Background: an optimization exercise with open tools, aiming at small area. Do not read the settings as production practice.
In this exercise RTL edits were held to simulation tests only and were not proved equivalent to the original.
No activity file was given, so power comes from the tool's default toggle rates. No driver is modelled on the clock port, so clocking that relies on it looks cheaper here than on a real chip.

## design/flow/flow/area.abc

```
strash; dch; amap -m; topo
```

## design/flow/flow/cts.args

```
-sink_clustering_enable -repair_clock_nets -dont_use_dummy_load -buf_list {sky130_fd_sc_hd__clkbuf_16} -sink_clustering_size 34 -sink_clustering_max_diameter 90
```

## design/flow/standard.sh

```bash
#!/bin/bash
# synth_recipe.tcl (not shown) runs the flow's synth.tcl, then flattens the netlist and writes it again
# the make line also repeats each setting of config.mk as NAME=value (left out here)
make -C /OpenROAD-flow-scripts/flow DESIGN_CONFIG=/design/flow/config.mk WORK_HOME=/design/flow/orfs CLKGATE_MAP_FILE= SYNTH_SCRIPT=/design/flow/synth_recipe.tcl "${@:-finish}"
```

## design/flow/constraint.sdc

```tcl
create_clock -name core_clock -period 10.0 [get_ports {clk}]
set_input_delay 2.0000 -clock core_clock [delete_from_list [all_inputs] [get_ports {clk}]]
set_output_delay 2.0000 -clock core_clock [all_outputs]
set_load 0.01 [all_outputs]
```

## design/flow/flow/buffer_ports.args

```
-buffer_cell sky130_fd_sc_hd__buf_1
```

## design/flow/flow/run.sh

```bash
#!/bin/bash
# Layout: the standard ORFS flow (standard.sh), with these changes:
#  - synthesis maps logic with ABC's area mapper (abc_override.tcl, area.abc)
#    around the standard flow's own synthesis script, synth_recipe.tcl;
#  - the read-data selection's gate modules (apb_aoi222, apb_nand4) are kept
#    as modules through mapping (SYNTH_KEEP_MODULES), so each maps to its
#    own cell; synth_recipe.tcl then flattens the design as usual;
#  - port buffers are the smallest buffer cell (buffer_ports -buffer_cell);
#  - clock tree synthesis without dummy loads and with its own buffer list
#    and sink clustering (CTS_ARGS, read by ORFS's cts.tcl).
# Each tool's output goes to a log file in the work folder.
set -euo pipefail
work=$(pwd)
here=$(cd "$(dirname "$0")" && pwd)
export FLOW_ABC_SCRIPT="$here/area.abc"
export FLOW_SYNTH_TCL="$work/synth_recipe.tcl"
export SYNTH_KEEP_MODULES="apb_aoi222 apb_nand4"
export BUFFER_PORTS_ARGS="$(cat "$here/buffer_ports.args")"
export CTS_ARGS="$(cat "$here/cts.args")"
# standard.sh with its synthesis script swapped for abc_override.tcl
sed "s#SYNTH_SCRIPT=[^ ]*#SYNTH_SCRIPT=$here/abc_override.tcl#" standard.sh > standard_area.sh
grep -q "SYNTH_SCRIPT=$here/abc_override.tcl" standard_area.sh
bash standard_area.sh finish > flow_standard.log 2>&1
```

## design/flow/design.v

```verilog
module apb_ring6 (
  input             clk,
  input             wea,
  input             web,
  input      [31:0] wdata,      
  input      [31:0] wdata_n,    
  output     [31:0] porta,      
  output     [31:0] portb       
);
  reg [31:0] s0, s1, s2, s3, s4, s5;
  wire [31:0] s0_d = wea ? wdata : ~s5;
  assign porta = s0_d;
  assign portb = s2;
  always @(posedge clk) begin
    s0 <= s0_d;
    s1 <= s0;
    s2 <= s1;
    s3 <= web ? wdata_n : ~s2;
    s4 <= s3;
    s5 <= s4;
  end
endmodule
module apb_ring2 (
  input             clk,
  input             we,
  input      [31:0] wdata,
  output     [31:0] port
);
  reg [31:0] s0, s1;
  assign port = s1;
  always @(posedge clk) begin
    s0 <= we ? wdata : s1;
    s1 <= s0;
  end
endmodule
module apb_aoi222 (
  input  a1, a2, b1, b2, c1, c2,
  output y
);
  assign y = ~((a1 & a2) | (b1 & b2) | (c1 & c2));
endmodule
module apb_nand4 (
  input  a, b, c, d,
  output y
);
  assign y = ~(a & b & c & d);
endmodule
module iiitb_apb (
  input         clk,
  input         reset,
  input  [7:0]  addr,
  input         data_valid,
  input  [31:0] data,
  input         data_dir,
  input  [31:0] wait_cycle,
  output [31:0] read_out_data,
  output        transaction_done,
  output        tranerr,
  output        slverr
);
  reg        busy;       
  reg  [4:0] cnt;        
  reg        done;
  reg        done_rd;
  reg  [1:0] ph3;        
  reg        lap;        
  reg [31:0] rdata;      
  wire le19 = ~|wait_cycle[31:5] & (wait_cycle[4:0] <= 5'd19);
  wire inr  = ~|addr[7:5];
  wire last = busy & (le19 ? (cnt == wait_cycle[4:0]) : (cnt == 5'd19));
  assign tranerr          = last & ~le19;
  assign slverr           = last & le19 & ~inr;
  assign transaction_done = done;
  assign read_out_data    = {32{done_rd}} & rdata;
  wire act = busy & le19 & inr;
  wire wr  = act & data_dir;
  wire rd  = act & ~data_dir;
  wire [3:0]  q    = addr[4:1];
  wire        lo3  = q[1:0] == 2'd3;
  wire        hi3  = q[3:2] == 2'd3;
  wire        mlo  = ph3 == q[1:0];            
  wire        mhi  = ph3 == q[3:2];            
  wire        lm   = lap == addr[0];           
  wire [4:0]  rsel = {lo3 & ~hi3, {4{~lo3}} & (4'd1 << q[3:2])};
  wire [4:0]  pm   = {mhi, {4{mlo}}};
  wire [4:0]  hit_a, hit_b;
  wire [31:0] porta   [0:4];
  wire [31:0] portb   [0:4];
  wire [31:0] data_n = ~data;
  genvar r;
  generate
    for (r = 0; r < 5; r = r + 1) begin : ring
      assign hit_a[r] = rsel[r] & pm[r] & lm;
      assign hit_b[r] = rsel[r] & pm[r] & ~lm;
      apb_ring6 u (
        .clk(clk), .wea(wr & hit_a[r]), .web(wr & hit_b[r]),
        .wdata(data), .wdata_n(data_n),
        .porta(porta[r]), .portb(portb[r]));
    end
  endgenerate
  wire ph2  = ph3[0] ^ lap;
  wire hit2 = lo3 & hi3 & (ph2 == addr[0]);
  wire [31:0] port2;
  apb_ring2 ring2 (.clk(clk), .we(wr & hit2), .wdata(data), .port(port2));
  wire        cap  = rd & (|hit_a | |hit_b | hit2);
  wire        go   = rd & ~reset;
  wire [11:0] h    = {~reset & ~cap, go & hit2, {5{go}} & hit_b, {5{go}} & hit_a};
  wire [31:0] t [0:11];
  wire [31:0] rnext;
  genvar g, b;
  generate
    for (g = 0; g < 5; g = g + 1) begin : src
      assign t[g]     = porta[g];
      assign t[g + 5] = portb[g];
    end
  endgenerate
  assign t[10] = port2;
  assign t[11] = rdata;
  generate
    for (b = 0; b < 32; b = b + 1) begin : rbit
      wire [3:0] grp;
      for (g = 0; g < 4; g = g + 1) begin : grp3
        apb_aoi222 u (
          .a1(h[3*g]),     .a2(t[3*g][b]),
          .b1(h[3*g + 1]), .b2(t[3*g + 1][b]),
          .c1(h[3*g + 2]), .c2(t[3*g + 2][b]),
          .y(grp[g]));
      end
      apb_nand4 n (.a(grp[0]), .b(grp[1]), .c(grp[2]), .d(grp[3]), .y(rnext[b]));
    end
  endgenerate
  always @(posedge clk) begin
    busy    <= ~reset & (busy ? ~last : data_valid);
    cnt     <= busy ? cnt + 5'd1 : 5'd30;
    done    <= last & le19;
    done_rd <= last & le19 & ~data_dir;
    ph3     <= ph3[1] ? 2'd0 : ph3 + 2'd1;
    lap     <= lap ^ ph3[1];
    rdata   <= rnext;
  end
endmodule
```

## design/flow/config.mk

```make
export PLATFORM = sky130hd
export DESIGN_NAME = iiitb_apb
export DESIGN_NICKNAME = iiitb_apb
export VERILOG_FILES = /design/flow/design.v
export SDC_FILE = /design/flow/constraint.sdc
export NUM_CORES = 4
export LEC_CHECK = 0
export CAP_MARGIN = 0
export CORE_MARGIN = 2
export CORE_UTILIZATION = 60
export SLEW_MARGIN = 0
```

## design/flow/flow/abc_override.tcl

```tcl
# Synthesis: the standard flow's own synthesis script (synth_recipe.tcl, sourced last),
# with one change: ORFS's technology mapping call, abc, runs the area-oriented
# mapper of the ABC script in area.abc in place of ORFS's speed script.
# Flip-flops are mapped before abc, so the registers, their names and their
# cells are those of the standard synthesis.
proc abc {args} {
  set keep {}
  set skip 0
  foreach a $args {
    if {$skip} { set skip 0; continue }
    if {$a eq "-script"} { set skip 1; continue }
    lappend keep $a
  }
  yosys abc -script $::env(FLOW_ABC_SCRIPT) {*}$keep
}
source $::env(FLOW_SYNTH_TCL)
```

==> impl_metrics.toml, run 1 <==
[run_status]
outcome = "complete, no violations"

[yosys]
syn_area_per_cell_sq_um = 14.4
synth_top_area_share_pct = 82.0
synth_top_area_cell = "dfxtp_1"
yosys_warnings = 3
syn-num-nets = 1884
ys_ff_latch = 1067
synth.area.top_cells = "dfxtp_1 (82%), o22ai_1 (7.7%), a222oi_1 (4.9%)"
yosysSeqAreaShare_pct = 82.0
netlist_area_sq_um = 26100
synth_cell_types = 22
synthCells = 1807

[layout]
n_fill_cell = 3281
num_antenna_cells = 0
nets = 2059
final_common_cell = "dfxtp_1"
layout.cells.non_filler = 2565
fin_util_pct = 66.3
final_cell_mix = "dfxtp_1 (1067), o22ai_1 (322), a222oi_1 (128)"
final_layout_size_suffix_gt1_share_pct = 4.90
area_delta_synth_final_pct = 9.36

[setup_path]
cp_slowest_cell = "a2111oi_0"
crit_family = "simple AND/OR/NAND/NOR gates"
r2r_cells = 12
max_stage_delay_ns = 0.65
path_class = "in2out"
worstPathArrival_ns = 5.52
reg2reg_to = "rdata[3]"
r2r_slack_ns = 5.88
r2r-start = "ph3[1]"
worstSetupStartpointType = "input pin"
crit_buf_inv = 5
crit_path_max_fanout = 6
crit_path_end_kind = "primary output"
path_cells = "buf_1 > nor4_1 > nand4_1 > nor3_1 > clkinv_1 > nor2_1 > o21ai_0 > or4_1 > a2111oi_0 > clkinv_1 > nor2_1 > clkinv_1 > nor2_1 > buf_1"
cp.required_ns = 8.00

[floorplanning]
core_sq_um = 43000
die_y_um = 212
rows = 76
die_area_sq_um = 45100
die_w_um = 212
initial_core_util_pct = 60.6
io_pins = 111

[power]
p_total_mw = 6.16
peakVddDrop_uv = 206
internal_power_mw = 4.94
p_sw_mw = 1.22
combPwrFrac_pct = 0.9
p_leak_nw = 10.6
p_seq_share_pct = 69.0
power_density_nw_per_um2 = 216
swShare_pct = 19.8
pwr-share-clk_pct = 30.0

[clock_tree]
htree_num_levels = 2
worst_setup_hold_path_clk_slew_ns = 0.11
holdBufCountCts = 0
clock_sinks = 1067
cts_inserted_buffers = 37
clkLatencyLatePin_ns = 0.62
cts_resized = 0
cts_tree = "done"
post_cts_buffers = 0
root_buffer = "clkbuf_16"
clockBufferDepth = 3

[timing]
whs_ns = 0.296
hold_viol_final = 0
fin_skew_ns = 0.0517
tns_ns = 0
fin_crit_sh_pct = 75.2
final-setup-viol-count = 0
rsz0062_at_grt = "false"
relSlewSlack_pct = 16.8
tightest_slew_ns = 1.25
slew_violations = 0
timing.fmax_mhz = 133
period_needed_ns = 7.52

[drt]
drt_iter0_drc = 2563
wire_per_inst_um = 27.8
drtAntennaViolNets = 0
first_pass_iters = 9
viasPerCell = 6.30
num_vias = 16166
drcViolationCount = 0
drt_wl_total_mm = 71.2

[min_path]
min_from = "ring[3].u.s4[16]"
whs_path_depth = 0
hold_path.class = "reg2reg"
worstHoldEndpoint = "ring[3].u.s5[16]"

[global_routing]
track_usage_pct = 31.4
overflow = 0
antenna_found_initial = 0
grt_pass1_vias = 15491
grt_pass1_wl_mm = 101
grt_start_max_net_pins = 51

[job]
cap_violations = 0

[placement]
hpwlAfterDp_mm = 34.7
place_inst = 2528
gp_congestion = 0.819
numPortBuffers = 110
-- metal layers --
| metal | track usage (%) | wire length, um |
|---|---|---|
| met3 | 5.91 | 7640 |
| met2 | 46.9 | 31000 |
| met1 | 45.2 | 29800 |
| met5 | 0 | 0 |
| met4 | 12.9 | 2810 |
-- modules after synthesis, one instance, submodules excluded --
module	flops+latches	area, sq um	times used	cells
apb_nand4	0	6.26	32	1
iiitb_apb	1067	24600	1	1647
apb_aoi222	0	10.0	128	1
-- stage by stage --
| step | setup WS [ns] | cell area [sq um] |
|---|---|---|
| global route | 2.11 | 28500 |
| CTS | 2.53 | 28500 |
| finish | 2.48 | 28500 |
| detailed placement | 2.55 | 27600 |
| floorplan | 3.32 | 26100 |
| global placement | 2.79 | 27600 |
-- cell families (layout without fill, tap and decap cells) --
kind of cell | count (synthesis) | in the layout | synth area share, %
adder cells (fa/ha/maj) | 1 | 1 | 0.0480
AND/OR/NAND/NOR | 181 | 181 | 3.44
AO/OA/AOI/OAI | 497 | 497 | 13.6
buffers and inverters | 61 | 234 | 0.879
flip-flops | 1067 | 1067 | 82.0
-- power groups by stage --
stage	combinational (mW)	sequential [mW]	clock (mW)
2_1_floorplan	0.0238	4.35	0
3_3_place_gp	0.0566	4.35	0
3_5_place_dp	0.0571	4.35	0
4_1_cts	0.0574	4.25	1.87
5_1_grt	0.0635	4.25	2.02
6_report	0.0584	4.25	1.85
-- Yosys cell counts --
library cell and count:
a2111oi_0 2, a21oi_1 35, a222oi_1 128, a22oi_1 1, clkinv_1 61, dfxtp_1 1067, ha_1 1, nand2_1 18
nand3_1 2, nand4_1 34, nand4b_1 1, nor2_1 74, nor2b_1 32, nor3_1 6, nor4_1 9, o21a_1 1
o21ai_0 5, o221ai_1 3, o22ai_1 322, or2_0 3, or3_1 1, or4_1 1
-- worst max path at each step --
stage,cells past startpoint,end,startpoint
6_report,14,slverr,wait_cycle[8]
5_1_grt,14,slverr,wait_cycle[8]
4_1_cts,14,slverr,wait_cycle[8]
3_5_place_dp,14,slverr,wait_cycle[8]
3_3_place_gp,14,slverr,wait_cycle[8]
2_1_floorplan,12,slverr,wait_cycle[8]
-- cell type report --
cell class | count | area, sq um | area share, %
Sequential cell | 1067 | 21400 | 75.0
Tap cell | 585 | 732 | 2.57
Timing Repair Buffer | 136 | 608 | 2.13
Clock buffer | 37 | 926 | 3.25
Multi-Input combinational cell | 679 | 4640 | 16.3
Inverter | 61 | 229 | 0.804
-- registers in the layout, indices dropped and copies added, names as in the netlist --
| signal | flops |
|---|---|
| ring2.s0 | 32 |
| done | 1 |
| ring.u.s1 | 160 |
| ring.u.s5 | 160 |
| ring.u.s4 | 160 |
| ring.u.s3 | 160 |
| ring.u.s0 | 160 |
| busy | 1 |
| ph3 | 2 |
| done_rd | 1 |
| rdata | 32 |
| cnt | 5 |
| ring2.s1 | 32 |
| ring.u.s2 | 160 |
| lap | 1 |
==> run 2: changes to the inputs <==
==> design/flow/flow/cts.args (replaced) <==
-sink_clustering_enable -repair_clock_nets -dont_use_dummy_load -buf_list {sky130_fd_sc_hd__clkbuf_16} -sink_clustering_size 36 -sink_clustering_max_diameter 90
==> impl_metrics.toml, run 2 <==
[timing]
period_needed_ns = 7.51
hold_viol_final = 0
fin_crit_sh_pct = 75.1
tightest_slew_ns = 1.22
fin_skew_ns = 0.0381
final-setup-viol-count = 0
timing.fmax_mhz = 133
tns_ns = 0
rsz0062_at_grt = "false"
slew_violations = 0
relSlewSlack_pct = 18.3

[power]
peakVddDrop_uv = 166
pwr-share-clk_pct = 29.5
power_density_nw_per_um2 = 215
p_sw_mw = 1.20
internal_power_mw = 4.91
p_seq_share_pct = 69.6
p_leak_nw = 10.5
swShare_pct = 19.6
combPwrFrac_pct = 1.0

[yosys]
synthXorXnorAreaFrac_pct = 0
synth-simple-area-share_pct = 3.44
synth_common_cells = "dfxtp_1 (1067), o22ai_1 (322), a222oi_1 (128)"
synth.most_common_cell = "dfxtp_1"
synth_cell_types = 22
netlist_area_sq_um = 26100
synth.area.top_cells = "dfxtp_1 (82%), o22ai_1 (7.7%), a222oi_1 (4.9%)"
synth_top_family_by_area = "compound AO/OA/AOI/OAI gates"
synth_compound_area_share_pct = 13.6
postSynth.asyncResetShare_pct = 0
synth_edf_count = 0
syn-num-nets = 1884
synth_top_area_share_pct = 82.0
syn_area_per_cell_sq_um = 14.4
synthCells = 1807
synth_mux_area_share_pct = 0
synth_adder_area_share_pct = 0.0480
ys_ff_latch = 1067
synth_top_area_cell = "dfxtp_1"
yosys_warnings = 3
yosysSeqAreaShare_pct = 82.0
ys.flop_type = "dfxtp_1"

[global_routing]
grt_pass1_vias = 15435
track_usage_pct = 31.3
grt_pass1_wl_mm = 101
antenna_found_initial = 1
grt_start_max_net_pins = 51
overflow = 0

[setup_path]
worstPathArrival_ns = 5.51
cp.required_ns = 8.00
crit_path_max_fanout = 6
crit_path_end_kind = "primary output"
path_class = "in2out"
worstSetupStartpointType = "input pin"

[floorplanning]
core_sq_um = 43000
die_w_um = 212
io_pins = 111
initial_core_util_pct = 60.6
die_y_um = 212
rows = 76
die_area_sq_um = 45100

[clock_tree]
worst_setup_hold_path_clk_slew_ns = 0.12
cts_tree = "done"
post_cts_buffers = 0
htree_num_levels = 2
cts_resized = 0
clock_sinks = 1067
root_buffer = "clkbuf_16"
cts_inserted_buffers = 35
clockBufferDepth = 3
clkLatencyLatePin_ns = 0.60
holdBufCountCts = 0

[drt]
wl_met1_mm = 30.1
drcViolationCount = 0
viasPerCell = 6.28
first_pass_iters = 7
num_vias = 16102
drt_wl_total_mm = 71.0
routed.top_layer = "met4"
drt_iter0_drc = 2379
drtAntennaViolNets = 0
wl_met3_mm = 7.05
wl_met2_mm = 31.0
wire_per_inst_um = 27.7

[layout]
final_cell_mix = "dfxtp_1 (1067), o22ai_1 (322), a222oi_1 (128)"
area_delta_synth_final_pct = 9.18
final_layout_size_suffix_gt1_share_pct = 4.80
final_common_cell = "dfxtp_1"
fin_util_pct = 66.2
nets = 2057

[min_path]
hold_path.class = "reg2reg"

[run_status]
outcome = "complete, no violations"

[placement]
numPortBuffers = 110
gp_congestion = 0.819
hpwlAfterDp_mm = 34.7

[job]
cap_violations = 0
[run 2: cell counts after synthesis]
No cell type changed its count.
[run 2: final cells by class]
cell class / count / area [sq um]
diodes: 1 / 2.50
fillers: 3254 / 14500
well taps: 585 / 732
multi-input cells: 679 / 4640
repair buffers: 136 / 608
flip-flops and latches: 1067 / 21400
inverters: 61 / 229
clock buffers: 35 / 876
[run 2: worst paths after layout]
kind                            slack, ns  cells past startpoint          endpoint        startpoint
worst max-delay path                 2.49                     14            slverr     wait_cycle[8]
worst min-delay path                 0.31                      0  ring[4].u.s4[30]  ring[4].u.s3[30]
worst max register to register       5.81                     12         rdata[31]            ph3[1]
worst min register to register       0.31                      0  ring[4].u.s4[30]  ring[4].u.s3[30]
[run 2: cells by family after synthesis]
| logic type | Yosys count |
|---|---|
| buffers and inverters | 61 |
| flip-flops | 1067 |
| AO/OA/AOI/OAI | 497 |
| AND/OR/NAND/NOR | 181 |
| adder cells (fa/ha/maj) | 1 |
[run 2: per-module statistics from Yosys, one instance, submodules excluded]
module      cells inside  flops+latches  times used
iiitb_apb           1647           1067           1
apb_aoi222             1              0         128
apb_nand4              1              0          32
[run 2: critical path: stages]
cell and delay [ns]:
buf_1 0.07, nor4_1 0.37, nand4_1 0.14, nor3_1 0.58, clkinv_1 0.29, nor2_1 0.17, o21ai_0 0.08, or4_1 0.46
a2111oi_0 0.64, clkinv_1 0.20, nor2_1 0.17, clkinv_1 0.10, nor2_1 0.09, buf_1 0.15
[run 2: per-stage QoR]
step                      hold WS (ns)  total power, mW  area, sq um  cells  worst slack (ns)
after global placement           0.310             4.40        27600   2528              2.79
after global routing             0.319             6.28        28400   2564              2.11
after CTS                        0.321             6.14        28400   2563              2.53
after detailed placement         0.312             4.41        27600   2528              2.55
final                            0.313             6.11        28400   2564              2.49
after floorplan                  0.310             4.37        26100   1807              3.32
[run 2: metal layers]
layer	global-route usage (%)	up-vias
li1	-	7104
met5	0	-
met4	12.9	0
met1	45.0	7898
met2	47.4	927
met3	5.30	173
[run 2: power groups by stage]
stage          registers (mW)  clock network, mW  logic (mW)
2_1_floorplan            4.35                  0      0.0238
3_3_place_gp             4.35                  0      0.0566
3_5_place_dp             4.35                  0      0.0571
4_1_cts                  4.25               1.83      0.0572
5_1_grt                  4.25               1.97      0.0633
6_report                 4.25               1.80      0.0581
==> run 3: changes to the inputs <==
==> design/flow/flow/cts.args (replaced) <==
-sink_clustering_enable -repair_clock_nets -dont_use_dummy_load -buf_list {sky130_fd_sc_hd__clkbuf_16} -sink_clustering_size 34 -sink_clustering_max_diameter 70
==> impl_metrics.toml, run 3 <==
[clock_tree]
cts_inserted_buffers = 39
worst_setup_hold_path_clk_slew_ns = 0.11
cts_resized = 0
clkLatencyLatePin_ns = 0.62
htree_num_levels = 2
holdBufCountCts = 0
root_buffer = "clkbuf_16"
post_cts_buffers = 0
clockBufferDepth = 3
cts_tree = "done"
clock_sinks = 1067

[yosys]
synth-simple-area-share_pct = 3.44
ys_ff_latch = 1067
synth_mux_area_share_pct = 0
postSynth.asyncResetShare_pct = 0
synth_edf_count = 0
synth_top_area_share_pct = 82.0
synth_common_cells = "dfxtp_1 (1067), o22ai_1 (322), a222oi_1 (128)"
synth.most_common_cell = "dfxtp_1"
synth.area.top_cells = "dfxtp_1 (82%), o22ai_1 (7.7%), a222oi_1 (4.9%)"
yosys_warnings = 3
synth_compound_area_share_pct = 13.6
syn-num-nets = 1884
ys.flop_type = "dfxtp_1"
yosysSeqAreaShare_pct = 82.0
synth_cell_types = 22
synthCells = 1807
synth_adder_area_share_pct = 0.0480
netlist_area_sq_um = 26100
synth_top_area_cell = "dfxtp_1"
synthXorXnorAreaFrac_pct = 0
syn_area_per_cell_sq_um = 14.4
synth_top_family_by_area = "compound AO/OA/AOI/OAI gates"

[global_routing]
antenna_found_initial = 0
grt_pass1_wl_mm = 101
track_usage_pct = 31.3
grt_start_max_net_pins = 51
overflow = 0
grt_pass1_vias = 15471

[drt]
viasPerCell = 6.28
wire_per_inst_um = 27.6
num_vias = 16131
first_pass_iters = 6
drt_wl_total_mm = 71.0
drt_iter0_drc = 2484
drcViolationCount = 0
drtAntennaViolNets = 0

[layout]
nets = 2061
num_antenna_cells = 0
n_fill_cell = 3266
area_delta_synth_final_pct = 9.55
final_cell_mix = "dfxtp_1 (1067), o22ai_1 (322), a222oi_1 (128)"
final_layout_size_suffix_gt1_share_pct = 4.99
final_common_cell = "dfxtp_1"

[setup_path]
crit_path_max_fanout = 6
worstPathArrival_ns = 5.54
cp.required_ns = 8.00
crit_path_end_kind = "primary output"
worstSetupStartpointType = "input pin"
path_class = "in2out"

[floorplanning]
rows = 76
io_pins = 111
core_sq_um = 43000
initial_core_util_pct = 60.6
die_y_um = 212
die_w_um = 212
die_area_sq_um = 45100

[placement]
numPortBuffers = 110
gp_congestion = 0.819
hpwlAfterDp_mm = 34.7

[min_path]
hold_path.class = "reg2reg"

[job]
cap_violations = 0

[power]
p_sw_mw = 1.22
internal_power_mw = 4.98
p_seq_share_pct = 68.6
combPwrFrac_pct = 0.9
p_total_mw = 6.20
p_leak_nw = 10.6
swShare_pct = 19.7
pwr-share-clk_pct = 30.5
peakVddDrop_uv = 142
power_density_nw_per_um2 = 217

[timing]
rsz0062_at_grt = "false"
final-setup-viol-count = 0
fin_crit_sh_pct = 75.4
fin_skew_ns = 0.0648
tightest_slew_ns = 1.27
tns_ns = 0
slew_violations = 0
timing.fmax_mhz = 133
relSlewSlack_pct = 15.3
whs_ns = 0.278
hold_viol_final = 0
period_needed_ns = 7.54

[run_status]
outcome = "complete, no violations"
## run 3: kinds of logic (layout without fill, tap and decap cells)
family | Yosys count | in the layout
AOI/OAI and AO/OA | 497 | 497
adders and majority gates | 1 | 1
and+or+nand+nor | 181 | 181
buffers and inverters | 61 | 236
DFF | 1067 | 1067
## run 3: area by class of cell
class | instances | area [sq um] | area share (%)
clock buffers | 39 | 976 | 3.42
inverters | 61 | 229 | 0.802
multi-input cells | 679 | 4640 | 16.2
flip-flops and latches | 1067 | 21400 | 74.8
well taps | 585 | 732 | 2.56
repair buffers | 136 | 608 | 2.13
## run 3: worst paths after layout
path,cells after the start,from,slack (ns),to
setup reg to reg,12,ph3[1],5.82,rdata[31]
hold reg to reg,0,ring[4].u.s4[31],0.28,ring[4].u.s5[31]
setup / recovery,14,wait_cycle[8],2.46,slverr
hold / removal,0,ring[4].u.s4[31],0.28,ring[4].u.s5[31]
## run 3: layer usage
metal	global-route usage [%]	wire, um
met5	0	0
met4	12.2	2590
met3	5.39	7310
met2	47.0	31000
met1	45.5	30100
## run 3: critical path, stage by stage
cell and delay [ns]:
buf_1 0.07, nor4_1 0.37, nand4_1 0.14, nor3_1 0.58, clkinv_1 0.29, nor2_1 0.17, o21ai_0 0.08, or4_1 0.46
a2111oi_0 0.67, clkinv_1 0.20, nor2_1 0.17, clkinv_1 0.10, nor2_1 0.09, buf_1 0.15
## run 3: per-module statistics from Yosys (local to each module, per instance)
module	area, sq um	cells inside	times used	flops+latches
apb_aoi222	10.0	1	128	0
iiitb_apb	24600	1647	1	1067
apb_nand4	6.26	1	32	0
## run 3: power by group through the flow
stage | sequential, mW | clock (mW) | combinational (mW)
after floorplan | 4.35 | 0 | 0.0238
after global placement | 4.35 | 0 | 0.0566
after detailed placement | 4.35 | 0 | 0.0571
after CTS | 4.25 | 1.91 | 0.0574
after global routing | 4.25 | 2.06 | 0.0634
final | 4.25 | 1.89 | 0.0582
## run 3: per-stage QoR
| step | setup WS, ns | util, % | cells | area [sq um] |
|---|---|---|---|---|
| final | 2.46 | 66.4 | 2567 | 28500 |
| after CTS | 2.53 | 66.4 | 2567 | 28500 |
| after global placement | 2.79 | 64.1 | 2528 | 27600 |
| after detailed placement | 2.55 | 64.1 | 2528 | 27600 |
| after floorplan | 3.32 | - | 1807 | 26100 |
| after global routing | 2.11 | 66.4 | 2567 | 28500 |

## re-timing with driven ports
The flow's constraints put no driver on any port. The routed layouts listed below were extracted and timed again, unchanged, in two steps.
Step 1 sets driving cells, clkbuf_16 on the clock port and buf_2 on the other inputs (assumed; they add their load-dependent delay and slew).
Step 2 times the ports against the registers' clock, not the clock port: input delays grow and output delays shrink by t, the midpoint of the rising clock arrivals with the driver on.
Slacks: ideal / step 1 / step 2; pairs: ideal / step 1.
| run | t (ns) | slack for setup (ns) | worst setup path at the end | worst slew at a driven data input, ns | pins driven straight from the clock port |
|---|---|---|---|---|---|
| run 1 | 0.649 | 2.482 / 2.459 / 2.459 | input to output | 0.07 | 1 |
| run 2 | 0.641 | 2.486 / 2.464 / 2.464 | input to output | 0.08 | 1 |
| run 3 | 0.641 | 2.456 / 2.434 / 2.434 | input to output | 0.07 | 1 |
After both steps setup and hold are still met in every run listed. The setup slack of run 1, which loses most, moves by -0.023 ns with the drivers and by -0.023 ns with both steps.
